This design comes from an exercise in tuning for small area, a short achievable clock period and few clock cycles per item on the open sky130 flow, not from production work.
The RTL was checked by simulation tests, not by an equivalence proof against the original design.

==> flow/design.v, too long to show whole: its modules and the start of the top module <==
// module fadd_s1: 65 lines
// module fadd_s2: 29 lines
// module fmul: 28 lines
// module mul27x25: 1080 lines
// module tab_div: 3 lines
// module tab_sqrt_lo: 3 lines
// module tab_sqrt_hi: 3 lines
// module fsgnj: 17 lines
// module fcvtws: 11 lines
// module norm32: 16 lines
// module feq: 20 lines
// module fle: 24 lines
// module inc_pfx: 37 lines
// module fpu_top: 233 lines
module fpu_top
  (input wire         clk,
   input wire         rstn,
   input wire         start,
   input wire [3:0]   op,
   input wire [31:0]  a,
   input wire [31:0]  b,
   output wire        ready,
   output wire        done,
   output wire [31:0] result);
  // ...
==> flow/flow/run.sh <==
#!/bin/bash
export SETUP_SLACK_MARGIN=10.5
export BUFFER_PORTS_ARGS="-buffer_cell sky130_fd_sc_hd__buf_4"
bash standard.sh > standard.log 2>&1
==> flow/standard.sh <==
#!/bin/bash
# synth_recipe.tcl (not shown) runs the flow's synth.tcl, then flattens the netlist and writes it again
# the make line also repeats each setting of config.mk as NAME=value (left out here)
make -C /OpenROAD-flow-scripts/flow DESIGN_CONFIG=/design/flow/config.mk WORK_HOME=/design/flow/orfs CLKGATE_MAP_FILE= SYNTH_SCRIPT=/design/flow/synth_recipe.tcl "${@:-finish}"
==> flow/config.mk <==
export PLATFORM = sky130hd
export DESIGN_NAME = fpu_top
export DESIGN_NICKNAME = fpu_top
export VERILOG_FILES = /design/flow/design.v
export SDC_FILE = /design/flow/constraint.sdc
export NUM_CORES = 8
export LEC_CHECK = 0
export ABC_AREA = 1
export CAP_MARGIN = 40
export CORE_MARGIN = 2
export CORE_UTILIZATION = 45
export SLEW_MARGIN = 40
export TNS_END_PERCENT = 10
==> flow/constraint.sdc <==
create_clock -name core_clock -period 17.5 [get_ports {clk}]
set_input_delay 3.5000 -clock core_clock [delete_from_list [all_inputs] [get_ports {clk}]]
set_output_delay 3.5000 -clock core_clock [all_outputs]
set_load 0.01 [all_outputs]
==> impl_metrics.yaml, run 1 <==
status:
  status: "no timing/DRC/antenna violations"
floorplan:
  fp.dieArea_um2: 143600
clock_tree:
  cts_hold_buf: 0
  cts.repair.resized: 522
  cts_buffer_depth: 3
  clkSlewWorstSetupHoldPaths_ns: 0.07
hold_path:
  min-delay-start: "cnt[3]"
synthesis:
  muxShareOfSynthArea_pct: 0.3164
  syn-num-nets: 10880
  netlist_top_cells_area: "nand2_1, edfxtp_1, fa_1"
  synth_edf_count: 199
  synth_top_family_by_area: "compound AO/OA/AOI/OAI gates"
  avgSynthCellArea_um2: 6.227
  synth_top_cell_area_share_pct: 11.49
timing:
  slew_headroom_pct: 31.85
  period_minus_slack_ns: 8.406
worst_setup_path:
  cpMaxStageDelayCell: "edfxtp_1"
  reg2reg_to: "M[16]"
  cp_common_cell: "nand2_1"
  critPathMaxFanout: 6
  critPathLaunch: "rb[27]"
cells_and_area:
  buf_share_pct: 8.197
  regArea_um2: 6322
  instances_no_fill: 12220
  multi_input_area_um2: 52210
  multi_input_area_share_pct: 70.94
Testbench counts, summed over its fixed seeds: cycles 58,171, ops 24,000.
==> inputs of run 2 (changes only) <==
==> flow/flow/run.sh (replaced) <==
#!/bin/bash
export SETUP_SLACK_MARGIN=10
export BUFFER_PORTS_ARGS="-buffer_cell sky130_fd_sc_hd__buf_4"
bash standard.sh > standard.log 2>&1
--- a/flow/config.mk
+++ b/flow/config.mk
@@ -6,8 +6,8 @@
 export NUM_CORES = 8
 export LEC_CHECK = 0
 export ABC_AREA = 1
-export CAP_MARGIN = 40
+export CAP_MARGIN = 20
 export CORE_MARGIN = 2
 export CORE_UTILIZATION = 45
-export SLEW_MARGIN = 40
+export SLEW_MARGIN = 20
 export TNS_END_PERCENT = 10
==> impl_metrics.yaml, run 2 <==
detailed_routing:
  vias: 85100
  ant_nets: 0
  wl_per_cell_um: 32.44
  via_per_inst: 6.934
  post-route-drc-count: 0
  drt_iter0_drc: 15640
  totalWireLength_mm: 398.2
  drt_pre_antenna_iters: 13
timing:
  skew_ns: 0.03141
  rsz0062_at_grt: "yes"
  period_minus_slack_ns: 8.349
  maxSlewViolCount: 0
  fin_setup_tns_ns: 0
  setup_viol: 0
  max_freq_mhz: 119.8
  worst_slew_pin_slew_ns: 1.307
  slew_headroom_pct: 11.92
  finalHoldViolCount: 0
  fin_crit_sh_pct: 47.71
worst_setup_path:
  cp_common_cell: "buf_4"
  critical_path_class: "reg2reg"
  cp_data_arrival_time_ns: 8.81
  path_delay_family: "buffers and inverters"
  critPathLaunchType: "register"
  crit_cells: 34
  critPathLaunch: "PR[19]"
  cp_data_required_time_ns: 17.96
  r2r_cells: 34
  crit_end: "PR[1]"
  cp-end-kind: "register"
  critPathMaxFanout: 26
  reg2reg_to: "PR[1]"
  cpMaxStageDelayCell: "edfxtp_1"
  max_stage_delay_ns: 0.84
  critPathBufInv: 18
  ff2ff_setup_slack_ns: 9.15
  r2r-start: "PR[19]"
synthesis:
  syn_area_um2: 63270
  avgSynthCellArea_um2: 6.227
  synth_top_cell_area_share_pct: 11.49
  synth_ff_type: "edfxtp_1"
  ys_seq_area_share_pct: 9.982
  yosysWarnings: 3
  synth_most_common_cell: "nand2_1"
  yosysUniqueCellTypes: 86
  syn-num-nets: 10880
  synthCells: 10160
  netlist_top_cells_area: "nand2_1, edfxtp_1, fa_1"
  synth_area_leader_cell: "nand2_1"
  synthTopCellsByCount: "nand2_1, inv_1, o21ai_0, nor2_1, a21oi_1"
  synth_seq_cells: 216
  synth_edf_count: 199
  synthArstFlopShare_pct: 0
place:
  numPortBuffers: 104
  gp_congestion: 1.165
  dp_hpwl_mm: 288.5
  post_dp_cell_area_um2: 66190
floorplan:
  initial_core_util_pct: 45.35
  pin_count: 105
  die_h_um: 379.0
  die_width_um: 379.0
  fp.dieArea_um2: 143600
  fp.coreArea_um2: 139500
  rows: 137
cells_and_area:
  layout_common_cells: "nand2_1, inv_1, o21ai_0"
  fin_area_um2: 73180
  final_common_cell: "nand2_1"
  final_nets: 11090
  area_delta_synth_final_pct: 15.66
  top_regs: "PR: 32 flops, ra: 32 flops, rb: 32 flops"
  drive_gt1_share_pct: 13.52
  post-route-util_pct: 52.45
clock_tree:
  cts_buffer_depth: 3
  htree_levels: 1
  cts_hold_buf: 0
  numCtsBuffers: 28
  root_buffer: "clkbuf_16"
  clk_latency_ns: 0.66
  cts_sinks: 216
  clkSlewWorstSetupHoldPaths_ns: 0.07
  cts_tree: "built"
status:
  status: "no timing/DRC/antenna violations"
hold_path:
  whs_path_depth: 2
  hp-class: "reg2reg"
global_route:
  track_usage_pct: 52.93
  antenna_found_initial: 26
  grt_max_degree: 72
  gr-total-overflow: 0
  grt_pass1_vias: 78810
  grt_pass1_wl_mm: 556.2
run:
  maxCapViolations: 0
==> run 2: tightest hold or removal path, stage by stage, from the launching register on <==
cell	delay (ns)
dfxtp_1	0.33
a21oi_1	0.13
nor3_1	0.07
==> run 2: kinds of logic (layout without fill, tap and decap cells) <==
group                    Yosys count  after routing  share of synthesized area, %
buffers and inverters           1988           2203                         12.12
other                              0             11                             0
AND/OR/NAND/NOR                 3757           3767                         25.22
flip-flops                       216            216                         9.982
multiplexers                      20             20                        0.3164
adder cells (fa/ha/maj)          651            651                         16.34
AO/OA/AOI/OAI                   2929           2930                         27.68
XOR/XNOR                         600            600                         8.341
==> run 2: cell type report <==
class                      instances  area, µm²
tap                             1876       2347
timing repair inverter             7      53.80
timing repair buffer             726       6166
fill                           13950      66350
multi-input combinational       7968      51800
inverter                        1418       5533
clock buffer                      30      708.2
antenna                           11      27.53
clock inverter                    22      226.5
sequential                       216       6322
==> run 2: metal layers <==
metal  wire length [µm]  GRT usage [%]  share of wire [%]  up-vias
li1                   -              -                  -    35100
met1             133800          62.20                 34    39300
met2             156200          75.45                 39     8047
met3              60670          19.18                 15     2624
met4              47230          46.62                 12       29
met5                245              0              0.062        -
==> run 2: what timing repair did <==
action	CTS	global route
pin swaps	151	70
endpoints found under the hold margin	0	0
gates resized for setup	577	143
cloned	24	6
setup buffers	318	46
endpoints found under the setup margin	124	125
==> run 2: how the worst min path moves through the flow <==
stage	start	endpoint	slack, ns
2_1_floorplan	cnt[3]	cnt[3]	0.50
3_5_place_dp	cnt[3]	cnt[3]	0.55
5_1_grt	cnt[0]	cnt[0]	0.61
3_3_place_gp	cnt[3]	cnt[3]	0.52
4_1_cts	cnt[3]	cnt[3]	0.56
6_report	cnt[3]	cnt[3]	0.57
==> run 2: per-stage QoR <==
step,hold slack [ns],std cells,setup slack [ns]
floorplan,0.5039,10160,9.993
global placement,0.5206,11820,7.195
detailed placement,0.5524,11820,7.084
CTS,0.5593,12210,9.609
global route,0.6117,12260,9.019
finish,0.5700,12270,9.151
==> inputs of run 3 (changes only) <==
==> flow/flow/run.sh (replaced) <==
#!/bin/bash
export SETUP_SLACK_MARGIN=10.5
export BUFFER_PORTS_ARGS="-buffer_cell sky130_fd_sc_hd__buf_4"
bash standard.sh > standard.log 2>&1
--- a/flow/config.mk
+++ b/flow/config.mk
@@ -8,6 +8,6 @@
 export ABC_AREA = 1
 export CAP_MARGIN = 20
 export CORE_MARGIN = 2
-export CORE_UTILIZATION = 45
+export CORE_UTILIZATION = 42
 export SLEW_MARGIN = 20
 export TNS_END_PERCENT = 10
==> impl_metrics.yaml, run 3 <==
synthesis:
  yosysWarnings: 3
  ys_seq_area_share_pct: 9.982
  synth_area_leader_cell: "nand2_1"
  synthArstFlopShare_pct: 0
  synth_most_common_cell: "nand2_1"
  syn-num-nets: 10880
  synthTopCellsByCount: "nand2_1, inv_1, o21ai_0, nor2_1, a21oi_1"
  synth_ff_type: "edfxtp_1"
  synth_top_cell_area_share_pct: 11.49
  synth_seq_cells: 216
  yosysUniqueCellTypes: 86
  synthCells: 10160
  netlist_top_cells_area: "nand2_1, edfxtp_1, fa_1"
  synth_edf_count: 199
  syn_area_um2: 63270
  avgSynthCellArea_um2: 6.227
cells_and_area:
  fin_area_um2: 73720
  final_nets: 11070
  area_delta_synth_final_pct: 16.52
  post-route-util_pct: 49.22
  layout_common_cells: "nand2_1, inv_1, o21ai_0"
  top_regs: "PR: 32 flops, ra: 32 flops, rb: 32 flops"
  drive_gt1_share_pct: 13.58
  regArea_um2: 6321
  multi_input_area_um2: 51900
  n_fill_cell: 15480
  final_common_cell: "nand2_1"
detailed_routing:
  m1WireLength_mm: 142.0
  route.met2.wl_mm: 162.0
  totalWireLength_mm: 406.0
  post-route-drc-count: 0
  ant_nets: 0
  wl_per_cell_um: 32.74
  vias: 83680
  top_layer_used: "met5"
  drt_iter0_drc: 13590
  via_per_inst: 6.749
  drt_pre_antenna_iters: 8
  wl_met3_mm: 57.64
worst_setup_path:
  cp_data_required_time_ns: 17.90
  cp_common_cell: "fa_1"
  critPathLaunchType: "register"
  cp-end-kind: "register"
  max_stage_delay_ns: 0.72
  cp_data_arrival_time_ns: 8.72
  cpMaxStageDelayCell: "edfxtp_1"
  critPathMaxFanout: 26
  critical_path_class: "reg2reg"
timing:
  maxSlewViolCount: 0
  worst_slew_pin_slew_ns: 1.260
  period_minus_slack_ns: 8.321
  finalHoldViolCount: 0
  setup_viol: 0
  setup_slack_ns: 9.179
  max_freq_mhz: 120.2
  slew_headroom_pct: 15.08
  skew_ns: 0.03303
  fin_setup_tns_ns: 0
  rsz0062_at_grt: "yes"
  fin_crit_sh_pct: 47.55
global_route:
  antenna_found_initial: 24
  grt_pass1_wl_mm: 564.8
  track_usage_pct: 50.39
  gr-total-overflow: 0
  grt_max_degree: 96
  grt_pass1_vias: 77700
clock_tree:
  cts_tree: "built"
  clkSlewWorstSetupHoldPaths_ns: 0.06
  htree_levels: 1
  cts_hold_buf: 0
  cts_sinks: 216
  root_buffer: "clkbuf_16"
  clk_latency_ns: 0.68
  numCtsBuffers: 30
  cts_buffer_depth: 3
place:
  place_worst_setup_slack_ns: 7.438
  numPortBuffers: 104
  gp_congestion: 1.130
  post_dp_cell_area_um2: 66580
  dp_hpwl_mm: 298.1
floorplan:
  pin_count: 105
  die_width_um: 392.1
  rows: 142
  initial_core_util_pct: 42.25
  fp.coreArea_um2: 149800
  die_h_um: 392.1
  fp.dieArea_um2: 153800
run:
  maxCapViolations: 0
hold_path:
  hp-class: "reg2reg"
status:
  status: "no timing/DRC/antenna violations"
run 3: repair_timing:
action / in CTS / in global routing
setup endpoints to repair: 136 / 144
gates cloned: 29 / 14
pin swaps: 96 / 117
resized for setup: 509 / 249
buffers inserted: 220 / 105
run 3: cell type report:
| class | count | area share, % |
|---|---|---|
| multi-input cells | 7967 | 70.40 |
| flip-flops and latches | 216 | 8.574 |
| repair buffers | 697 | 8.501 |
| inverters | 1418 | 7.615 |
| well taps | 2016 | 3.421 |
| clock buffers | 32 | 1.028 |
| clock inverters | 23 | 0.2478 |
| repair inverters | 14 | 0.1595 |
| diodes | 15 | 0.05091 |
run 3: kinds of logic (layout without fill, tap and decap cells):
family / after synthesis / count (layout) / share of synthesized area, %
compound gates: 2929 / 2931 / 27.68
xor+xnor: 600 / 600 / 8.341
fa+ha+maj: 651 / 651 / 16.34
buf+inv: 1988 / 2184 / 12.12
flops: 216 / 216 / 9.982
mux: 20 / 20 / 0.3164
other cells: 0 / 15 / 0
simple gates: 3757 / 3765 / 25.22
run 3: path summary, 6_finish.rpt:
kind	start	to	slack, ns	cells after the start
max	PR[19]	PR[28]	9.18	27
max reg2reg	PR[19]	PR[28]	9.18	27
min	cnt[3]	cnt[3]	0.54	2
min reg2reg	cnt[3]	cnt[3]	0.54	2
run 3: routing by layer:
layer,GRT usage [%],vias to the layer above
li1,-,35080
met5,0.3828,-
met3,17.50,2143
met4,41.46,16
met2,72.66,7302
met1,60.09,39140
run 3: worst max-delay path: cells and delay by family, from the launching register on:
| kind | cells | cell delay [ns] |
|---|---|---|
| compound gates | 3 | 0.47 |
| buf+inv | 7 | 1.21 |
| fa+ha+maj | 6 | 2.94 |
| xor+xnor | 3 | 0.92 |
| simple gates | 8 | 1.78 |
| flops | 1 | 0.72 |
run 3: per-stage QoR:
stage	cells	hold WS [ns]
2_1_floorplan	10160	0.5039
6_report	12400	0.5369
3_5_place_dp	11960	0.5273
4_1_cts	12260	0.5356
3_3_place_gp	11960	0.5185
5_1_grt	12380	0.5832
==> inputs of run 4 (changes only) <==
--- a/flow/config.mk
+++ b/flow/config.mk
@@ -8,6 +8,7 @@
 export ABC_AREA = 1
 export CAP_MARGIN = 20
 export CORE_MARGIN = 2
-export CORE_UTILIZATION = 42
+export CORE_UTILIZATION = 45
+export PLACE_DENSITY = 0.7
 export SLEW_MARGIN = 20
 export TNS_END_PERCENT = 10
==> impl_metrics.yaml, run 4 <==
synthesis:
  yosysUniqueCellTypes: 86
  netlist_top_cells_area: "nand2_1, edfxtp_1, fa_1"
  syn-num-nets: 10880
  synth_top_cell_area_share_pct: 11.49
  avgSynthCellArea_um2: 6.227
  synth_most_common_cell: "nand2_1"
  synth_area_leader_cell: "nand2_1"
  yosysWarnings: 3
  syn_area_um2: 63270
  synth_edf_count: 199
  synth_ff_type: "edfxtp_1"
  ys_seq_area_share_pct: 9.982
  synthArstFlopShare_pct: 0
  synthTopCellsByCount: "nand2_1, inv_1, o21ai_0, nor2_1, a21oi_1"
  synth_seq_cells: 216
  synthCells: 10160
detailed_routing:
  vias: 86380
  wl_per_cell_um: 33.79
  drt_iter0_drc: 16900
  ant_nets: 0
  post-route-drc-count: 0
  via_per_inst: 7.055
  drt_pre_antenna_iters: 22
  totalWireLength_mm: 413.7
worst_setup_path:
  ff2ff_setup_slack_ns: 9.19
  r2r_cells: 48
  cp_data_required_time_ns: 17.91
  max_stage_delay_ns: 0.41
  critical_path_class: "reg2reg"
  cp_common_cell: "nand2_1"
  critPathMaxFanout: 31
  critPathLaunchType: "register"
  cpMaxStageDelayCell: "edfxtp_1"
  cp_data_arrival_time_ns: 8.72
  cp-end-kind: "register"
cells_and_area:
  area_delta_synth_final_pct: 16.07
  final_nets: 11040
  final_common_cell: "nand2_1"
  drive_gt1_share_pct: 13.40
  layout_common_cells: "nand2_1, inv_1, o21ai_0"
  post-route-util_pct: 52.64
  top_regs: "PR: 32 flops, ra: 32 flops, rb: 32 flops"
  fin_area_um2: 73440
global_route:
  antenna_found_initial: 48
  gr-total-overflow: 0
  grt_pass1_vias: 80520
  track_usage_pct: 55.16
  grt_max_degree: 88
  grt_pass1_wl_mm: 577.6
clock_tree:
  htree_levels: 1
  cts_sinks: 216
  cts_hold_buf: 0
  cts_buffer_depth: 3
  clk_latency_ns: 0.66
  root_buffer: "clkbuf_16"
  cts_tree: "built"
  clkSlewWorstSetupHoldPaths_ns: 0.07
  numCtsBuffers: 28
timing:
  rsz0062_at_grt: "yes"
  fin_hold_ws_ns: 0.5737
  finalHoldViolCount: 0
  setup_viol: 0
  skew_ns: 0.03557
  maxSlewViolCount: 5
  fin_crit_sh_pct: 47.47
  slew_headroom_pct: -11.47
  period_minus_slack_ns: 8.306
  worst_slew_pin_slew_ns: 1.661
  max_freq_mhz: 120.4
  fin_setup_tns_ns: 0
floorplan:
  pin_count: 105
  initial_core_util_pct: 45.35
  fp.coreArea_um2: 139500
  fp.dieArea_um2: 143600
  rows: 137
  die_width_um: 379.0
  die_h_um: 379.0
place:
  gp_congestion: 1.196
  numPortBuffers: 104
  dp_hpwl_mm: 298.1
  post_dp_cell_area_um2: 66330
status:
  status: "complete, but fails checks"
  check.faults: "capacitance limit, slew limit"
run:
  maxCapViolations: 1
hold_path:
  whs_path_depth: 2
  hp-class: "reg2reg"
-- run 4: cells by family (layout without fill, tap and decap cells) --
| family | after synthesis | in the layout | share of synthesized area (%) |
|---|---|---|---|
| adder cells (fa/ha/maj) | 651 | 651 | 16.34 |
| XOR/XNOR | 600 | 600 | 8.341 |
| AO/OA/AOI/OAI | 2929 | 2929 | 27.68 |
| buffers and inverters | 1988 | 2155 | 12.12 |
| other | 0 | 33 | 0 |
| flip-flops | 216 | 216 | 9.982 |
| AND/OR/NAND/NOR | 3757 | 3763 | 25.22 |
| multiplexers | 20 | 20 | 0.3164 |
-- run 4: timing repair --
item / CTS / global route
pin swaps: 144 / 90
gates resized for setup: 581 / 187
buffers inserted: 251 / 50
endpoints found under the hold margin: 0 / 0
gates cloned: 33 / 7
setup endpoints to repair: 136 / 146
-- run 4: worst paths after layout --
check	endpoint	start
min reg2reg	cnt[3]	cnt[3]
max reg2reg	EYR[1]	ra[24]
min	cnt[3]	cnt[3]
max	EYR[1]	ra[24]
-- run 4: final cells by class --
class                           count  area (µm²)
Fill cell                       13780       66090
Antenna cell                       33       82.58
Timing Repair inverter             13       92.59
Inverter                         1418        5585
Timing Repair Buffer              673        6141
Tap cell                         1876        2347
Clock buffer                       29       725.7
Sequential cell                   216        6321
Multi-Input combinational cell   7963       51920
Clock inverter                     22       226.5
-- run 4: critical path: cells and delay by family, from the launching register on --
family / cells / cell delay, ns
fa+ha+maj: 4 / 1.01
compound gates: 20 / 3.36
buf+inv: 10 / 1.54
simple gates: 12 / 1.21
flops: 1 / 0.41
mux: 1 / 0.21
xor+xnor: 1 / 0.27
-- run 4: per-layer routing --
layer / GRT usage [%] / part of all wire, % / wire length, µm
met1: 62.88 / 33 / 136600
met3: 24.47 / 16 / 66190
met5: 0.1372 / 0.060 / 250
met4: 47.93 / 12 / 49460
met2: 77.91 / 39 / 161200
-- run 4: stage by stage --
stage,cells,setup slack (ns)
floorplan,10160,10.22
global placement,11810,7.984
detailed placement,11810,7.701
CTS,12150,9.628
global route,12220,8.805
finish,12240,9.194

-- afterwards: timing with drivers on the ports --
Ports are ideal in the flow. The routed layouts listed here were re-timed in OpenROAD. Step 1 (the two cells are an assumption about what drives the block):
set clk [get_ports {clk}]
set_driving_cell -lib_cell sky130_fd_sc_hd__clkbuf_16 $clk
set_driving_cell -lib_cell sky130_fd_sc_hd__buf_2 [delete_from_list [all_inputs] $clk]
Step 2 also shifts input and output timing later by t, the mid clock arrival at the registers, as if the neighbouring blocks saw the same clock. Three values: ideal, step 1, step 2; two values: the first two.
run | t (ns) | slack for setup (ns) | slew at the worst register clock pin (ns)
run 1 | 0.743 | 9.094 / 9.078 / 8.891 | 0.08 / 0.08
run 2 | 0.720 | 9.151 / 9.145 / 9.042 | 0.07 / 0.07
run 3 | 0.746 | 9.179 / 9.094 / 8.613 | 0.09 / 0.09
run 4 | 0.716 | 9.194 / 9.147 / 8.805 | 0.10 / 0.10
The setup slack of run 3, which loses most, moves by -0.085 ns with the drivers and by -0.566 ns with both steps.
